This design comes from an exercise in tuning for small area, a short achievable clock period and few clock cycles on the open sky130 flow, not from production work. At most, simulation tests tie the RTL to the original design; equivalence was not proved. Power is estimated from default activity; no workload was simulated.

==> flow/design.v (excerpt) <==
module tinyalu (
    input  wire  [7:0] A,
    input  wire  [7:0] B,
    input  wire        clk,
    input  wire  [2:0] op,
    input  wire        reset_n,
    input  wire        start,
    output wire        done,
    output wire [15:0] result
);
  reg [15:0] acc;
  reg [2:0]  cnt;      
  reg        done_r;
  wire idle = (cnt == 3'd0);
  wire [7:0] x = !idle ? acc[15:8] :
                 op[2] ? {1'b0, A[7:1] & {7{B[0]}}} : B;
  wire       m = !idle ? acc[0] : (op[2] ? B[1] : 1'b1);
  wire [8:0] s = {1'b0, x} + {1'b0, A & {8{m}}};
  always @(posedge clk) begin
    if (!idle)
      acc <= {s, acc[7:1]};
    else if (op[2])
      acc <= {s, A[0] & B[0], B[7:2]};
    else if (!op[1])
      acc <= {7'h00, s};
    else if (op[0])
      acc <= {8'h00, A ^ B};
    else
      acc <= {8'h00, A & B};
  end
  always @(posedge clk or negedge reset_n) begin
    if (!reset_n) begin
      cnt    <= 3'd0;
      done_r <= 1'b0;
    end else if (!idle) begin
      cnt    <= cnt - 3'd1;
      done_r <= (cnt == 3'd1);
    end else begin
      cnt    <= (start && op[2] && !done_r) ? 3'd6 : 3'd0;
      done_r <= start && !op[2] && (op[1:0] != 2'b00) && !done_r;
    end
  end
  assign done   = done_r;
  assign result = acc;
endmodule
export LEC_CHECK = 0
export ABC_CLOCK_PERIOD_IN_PS = 1500
export CAP_MARGIN = 20
export CORE_MARGIN = 2
export CORE_UTILIZATION = 40
export PLACE_DENSITY = 0.6
export SETUP_SLACK_MARGIN = 2.5
export SLEW_MARGIN = 20
create_clock -name core_clock -period 5.0 [get_ports {clk}]
standard.sh (not shown) runs the stock make flow with config.mk's settings and CLKGATE_MAP_FILE= SYNTH_SCRIPT=/design/flow/synth_recipe.tcl, a recipe that flattens the netlist after the stock synthesis.
==> flow/flow/run.sh <==
#!/bin/bash
# Layout flow: the standard ORFS flow, with plain buffers on the ports
# instead of the delay cells buffer_ports picks by default.
set -euo pipefail
export BUFFER_PORTS_ARGS="-buffer_cell sky130_fd_sc_hd__buf_1"
bash standard.sh finish > run_standard.log 2>&1
Edit:
==> flow/run.sh (new file) <==
#!/bin/bash
# synth_recipe.tcl (not shown) runs the flow's synth.tcl, then flattens the netlist and writes it again
# the make line also repeats each setting of config.mk as NAME=value (left out here)
make -C /OpenROAD-flow-scripts/flow DESIGN_CONFIG=/design/flow/config.mk WORK_HOME=/design/flow/orfs CLKGATE_MAP_FILE= SYNTH_SCRIPT=/design/flow/synth_recipe.tcl finish
Settings changed: ABC_CLOCK_PERIOD_IN_PS 1500 to default, SETUP_SLACK_MARGIN 2.5 to default.
removed: flow/flow/run.sh
removed: flow/standard.sh
What happened: Global-route usage goes down by 1.0 points; fmax falls by 27%; clock power falls by 33%; via count came out lower by 5.1%; worst hold slack gets better by 9.7 ps; routed wire length is lower by 7.2%.
Function was not checked in any run of this note: the RTL went through the layout flow alone.

job 101:
tinyalu, a different RTL version from the one above (not shown whole).
Size in the first run: about 210 cells after synthesis, ~20 flip-flops, ~1400 um2 of cells after synthesis.
export LEC_CHECK = 0
export CAP_MARGIN = 20
export CORE_MARGIN = 2
export CORE_UTILIZATION = 65
export CTS_BUF_LIST = sky130_fd_sc_hd__clkbuf_8
export PLACE_DENSITY = 0.8
export SETUP_SLACK_MARGIN = 2.7
export SLEW_MARGIN = 20
create_clock -name core_clock -period 5.0 [get_ports {clk}]
==> flow/flow/run.sh <==
#!/bin/bash
# Layout flow: the standard ORFS flow (standard.sh) with these changes:
#  - synthesis is synth_recipe.tcl (the standard synthesis script) with ABC
#    run on flow/abc.script, an area-oriented mapping (amap);
#  - the ports get plain buf_1 buffers instead of the delay cells that
#    buffer_ports picks by default;
#  - the half/full adder cells are added to the platform's don't-use list,
#    so that ABC maps the adders as ordinary gates.
# ORFS's own logs go to orfs/logs/; make's output goes to run_standard.log.
set -euo pipefail
HERE=$(pwd)
export FLOW_ABC_SCRIPT="$HERE/flow/abc.script"
export BUFFER_PORTS_ARGS="-buffer_cell sky130_fd_sc_hd__buf_1"
{ head -n 1 synth_recipe.tcl; cat flow/abc_override.tcl; tail -n +2 synth_recipe.tcl; } > synth_custom.tcl
PLATFORM_DONT_USE="sky130_fd_sc_hd__probe_p_8 sky130_fd_sc_hd__probec_p_8 sky130_fd_sc_hd__lpflow_bleeder_1 sky130_fd_sc_hd__lpflow_clkbufkapwr_1 sky130_fd_sc_hd__lpflow_clkbufkapwr_16 sky130_fd_sc_hd__lpflow_clkbufkapwr_2 sky130_fd_sc_hd__lpflow_clkbufkapwr_4 sky130_fd_sc_hd__lpflow_clkbufkapwr_8 sky130_fd_sc_hd__lpflow_clkinvkapwr_1 sky130_fd_sc_hd__lpflow_clkinvkapwr_16 sky130_fd_sc_hd__lpflow_clkinvkapwr_2 sky130_fd_sc_hd__lpflow_clkinvkapwr_4 sky130_fd_sc_hd__lpflow_clkinvkapwr_8 sky130_fd_sc_hd__lpflow_decapkapwr_12 sky130_fd_sc_hd__lpflow_decapkapwr_3 sky130_fd_sc_hd__lpflow_decapkapwr_4 sky130_fd_sc_hd__lpflow_decapkapwr_6 sky130_fd_sc_hd__lpflow_decapkapwr_8 sky130_fd_sc_hd__lpflow_inputiso0n_1 sky130_fd_sc_hd__lpflow_inputiso0p_1 sky130_fd_sc_hd__lpflow_inputiso1n_1 sky130_fd_sc_hd__lpflow_inputiso1p_1 sky130_fd_sc_hd__lpflow_inputisolatch_1 sky130_fd_sc_hd__lpflow_isobufsrc_1 sky130_fd_sc_hd__lpflow_isobufsrc_16 sky130_fd_sc_hd__lpflow_isobufsrc_2 sky130_fd_sc_hd__lpflow_isobufsrc_4 sky130_fd_sc_hd__lpflow_isobufsrc_8 sky130_fd_sc_hd__lpflow_isobufsrckapwr_16 sky130_fd_sc_hd__lpflow_lsbuf_lh_hl_isowell_tap_1 sky130_fd_sc_hd__lpflow_lsbuf_lh_hl_isowell_tap_2 sky130_fd_sc_hd__lpflow_lsbuf_lh_hl_isowell_tap_4 sky130_fd_sc_hd__lpflow_lsbuf_lh_isowell_4 sky130_fd_sc_hd__lpflow_lsbuf_lh_isowell_tap_1 sky130_fd_sc_hd__lpflow_lsbuf_lh_isowell_tap_2 sky130_fd_sc_hd__lpflow_lsbuf_lh_isowell_tap_4 "
ADDERS="sky130_fd_sc_hd__ha_1 sky130_fd_sc_hd__ha_2 sky130_fd_sc_hd__ha_4 sky130_fd_sc_hd__fa_1 sky130_fd_sc_hd__fa_2 sky130_fd_sc_hd__fa_4"
bash standard.sh "DONT_USE_CELLS=$PLATFORM_DONT_USE $ADDERS" "SYNTH_SCRIPT=$HERE/synth_custom.tcl" finish > run_standard.log 2>&1
==> flow/flow/abc.script <==
strash
ifraig
scorr
dc2
strash
dch -f
map -B 0.9
topo
stime -c
buffer -c
upsize -c
dnsize -c
==> flow/flow/abc_override.tcl <==
# Run ABC with flow/abc.script instead of ORFS's abc_area/abc_speed script.
proc abc {args} {
  set i [lsearch -exact $args -script]
  if {$i >= 0} {
    set args [lreplace $args [expr {$i + 1}] [expr {$i + 1}] $::env(FLOW_ABC_SCRIPT)]
  }
  yosys abc {*}$args
}
Job 101 went all the way through the flow, and no timing, DRC or antenna check failed.
Testbench counts of job 101, summed over its fixed seeds: cycles 44,915.
The following lists how job 102 was set up differently from job 101:
==> flow/flow/abc.script <==
strash
dch
map -D 1300
topo
stime -c
buffer -c
upsize -c -D 1300
dnsize -c -D 1300
==> results.txt <==
- Job 102 never completed; the flow aborted with a tool error in global routing.
- Diff job 102..job 101 | number of core rows | unchanged
- Count of unique library cells instantiated by Yosys, job 102 vs job 101: up by more than 10%
- Diff job 101 -> job 102: post-place instance area has decreased; horizontal die dimension went up 0.40%; HPWL after detailed placement about even; synthesized area climbed 0.88%.
- As far as boundary pin count goes, job 102 and job 101 are indistinguishable; the numbers are identical.
- Total of cells resized after clock tree synthesis down 6 in job 102 wrt job 101
Edits applied to the flow inputs when going from job 102 to job 103:
==> flow/flow/run.sh <==
#!/bin/bash
# Layout flow: the standard ORFS flow (standard.sh, which runs the
# standard synthesis script) with two changes:
#  - the ports get plain buf_1 buffers instead of the delay cells that
#    buffer_ports picks by default;
#  - the half/full adder cells are added to the platform's don't-use list,
#    so that ABC maps the adders as ordinary gates.
# ORFS's own logs go to orfs/logs/; make's output goes to run_standard.log.
set -euo pipefail
export BUFFER_PORTS_ARGS="-buffer_cell sky130_fd_sc_hd__buf_1"
PLATFORM_DONT_USE="sky130_fd_sc_hd__probe_p_8 sky130_fd_sc_hd__probec_p_8 sky130_fd_sc_hd__lpflow_bleeder_1 sky130_fd_sc_hd__lpflow_clkbufkapwr_1 sky130_fd_sc_hd__lpflow_clkbufkapwr_16 sky130_fd_sc_hd__lpflow_clkbufkapwr_2 sky130_fd_sc_hd__lpflow_clkbufkapwr_4 sky130_fd_sc_hd__lpflow_clkbufkapwr_8 sky130_fd_sc_hd__lpflow_clkinvkapwr_1 sky130_fd_sc_hd__lpflow_clkinvkapwr_16 sky130_fd_sc_hd__lpflow_clkinvkapwr_2 sky130_fd_sc_hd__lpflow_clkinvkapwr_4 sky130_fd_sc_hd__lpflow_clkinvkapwr_8 sky130_fd_sc_hd__lpflow_decapkapwr_12 sky130_fd_sc_hd__lpflow_decapkapwr_3 sky130_fd_sc_hd__lpflow_decapkapwr_4 sky130_fd_sc_hd__lpflow_decapkapwr_6 sky130_fd_sc_hd__lpflow_decapkapwr_8 sky130_fd_sc_hd__lpflow_inputiso0n_1 sky130_fd_sc_hd__lpflow_inputiso0p_1 sky130_fd_sc_hd__lpflow_inputiso1n_1 sky130_fd_sc_hd__lpflow_inputiso1p_1 sky130_fd_sc_hd__lpflow_inputisolatch_1 sky130_fd_sc_hd__lpflow_isobufsrc_1 sky130_fd_sc_hd__lpflow_isobufsrc_16 sky130_fd_sc_hd__lpflow_isobufsrc_2 sky130_fd_sc_hd__lpflow_isobufsrc_4 sky130_fd_sc_hd__lpflow_isobufsrc_8 sky130_fd_sc_hd__lpflow_isobufsrckapwr_16 sky130_fd_sc_hd__lpflow_lsbuf_lh_hl_isowell_tap_1 sky130_fd_sc_hd__lpflow_lsbuf_lh_hl_isowell_tap_2 sky130_fd_sc_hd__lpflow_lsbuf_lh_hl_isowell_tap_4 sky130_fd_sc_hd__lpflow_lsbuf_lh_isowell_4 sky130_fd_sc_hd__lpflow_lsbuf_lh_isowell_tap_1 sky130_fd_sc_hd__lpflow_lsbuf_lh_isowell_tap_2 sky130_fd_sc_hd__lpflow_lsbuf_lh_isowell_tap_4 "
ADDERS="sky130_fd_sc_hd__ha_1 sky130_fd_sc_hd__ha_2 sky130_fd_sc_hd__ha_4 sky130_fd_sc_hd__fa_1 sky130_fd_sc_hd__fa_2 sky130_fd_sc_hd__fa_4"
bash standard.sh "DONT_USE_CELLS=$PLATFORM_DONT_USE $ADDERS" finish > run_standard.log 2>&1
==> flow/config.mk <==
export PLATFORM = sky130hd
export DESIGN_NAME = tinyalu
export DESIGN_NICKNAME = tinyalu
export VERILOG_FILES = /design/flow/design.v
export SDC_FILE = /design/flow/constraint.sdc
export NUM_CORES = 4
export LEC_CHECK = 0
export ABC_AREA = 1
export CAP_MARGIN = 20
export CORE_MARGIN = 2
export CORE_UTILIZATION = 40
export PLACE_DENSITY = 0.6
export SETUP_SLACK_MARGIN = 2.5
export SLEW_MARGIN = 20
removed: flow/flow/abc.script
removed: flow/flow/abc_override.tcl
==> results.txt <==
Comparing job 102 and job 103, the lower synthesized net count was measured on job 102. On half-perimeter wire length of the detailed placement result, the lower figure sits with job 102, not job 103. Job 103 | status: complete | timing, DRC, antenna: pass. From job 102 to job 103 the numbers moved as follows: starting density of the core went down, quantity of gates resized following cts now smaller.

## static timing again, ports no longer ideal
How much do the figures lean on ideal ports? The routed layouts below were timed once more, with nothing changed but the port constraints.
Step 1 sets driving cells, clkbuf_16 on the clock port and buf_2 on the other inputs (assumed; they add their load-dependent delay and slew).
Step 2, shift: input delay + t, output delay - t, t = (earliest + latest rising clock arrival at the registers) / 2. This alone moves slack from input paths to output paths.
Slacks: ideal / step 1 / step 2; pairs: ideal / step 1.
run	shift t [ns]	setup slack, ns	worst register clock-pin slew, ns	worst slew at a driven data input, ns	pins driven straight from the clock port
the first run of note 1	0.289	2.235 / 2.226 / 1.937	0.09 / 0.09	0.04	1
the second run of note 1	0.286	1.201 / 1.200 / 0.914	0.08 / 0.08	0.03	1
job 101	0.285	2.591 / 2.593 / 2.308	0.08 / 0.08	0.04	1
job 103	0.280	2.599 / 2.597 / 2.317	0.08 / 0.08	0.03	1
After both steps setup and hold are still met in every run listed. The setup slack of the first run of note 1, which loses most, moves by -0.009 ns with the drivers and by -0.298 ns with both steps.
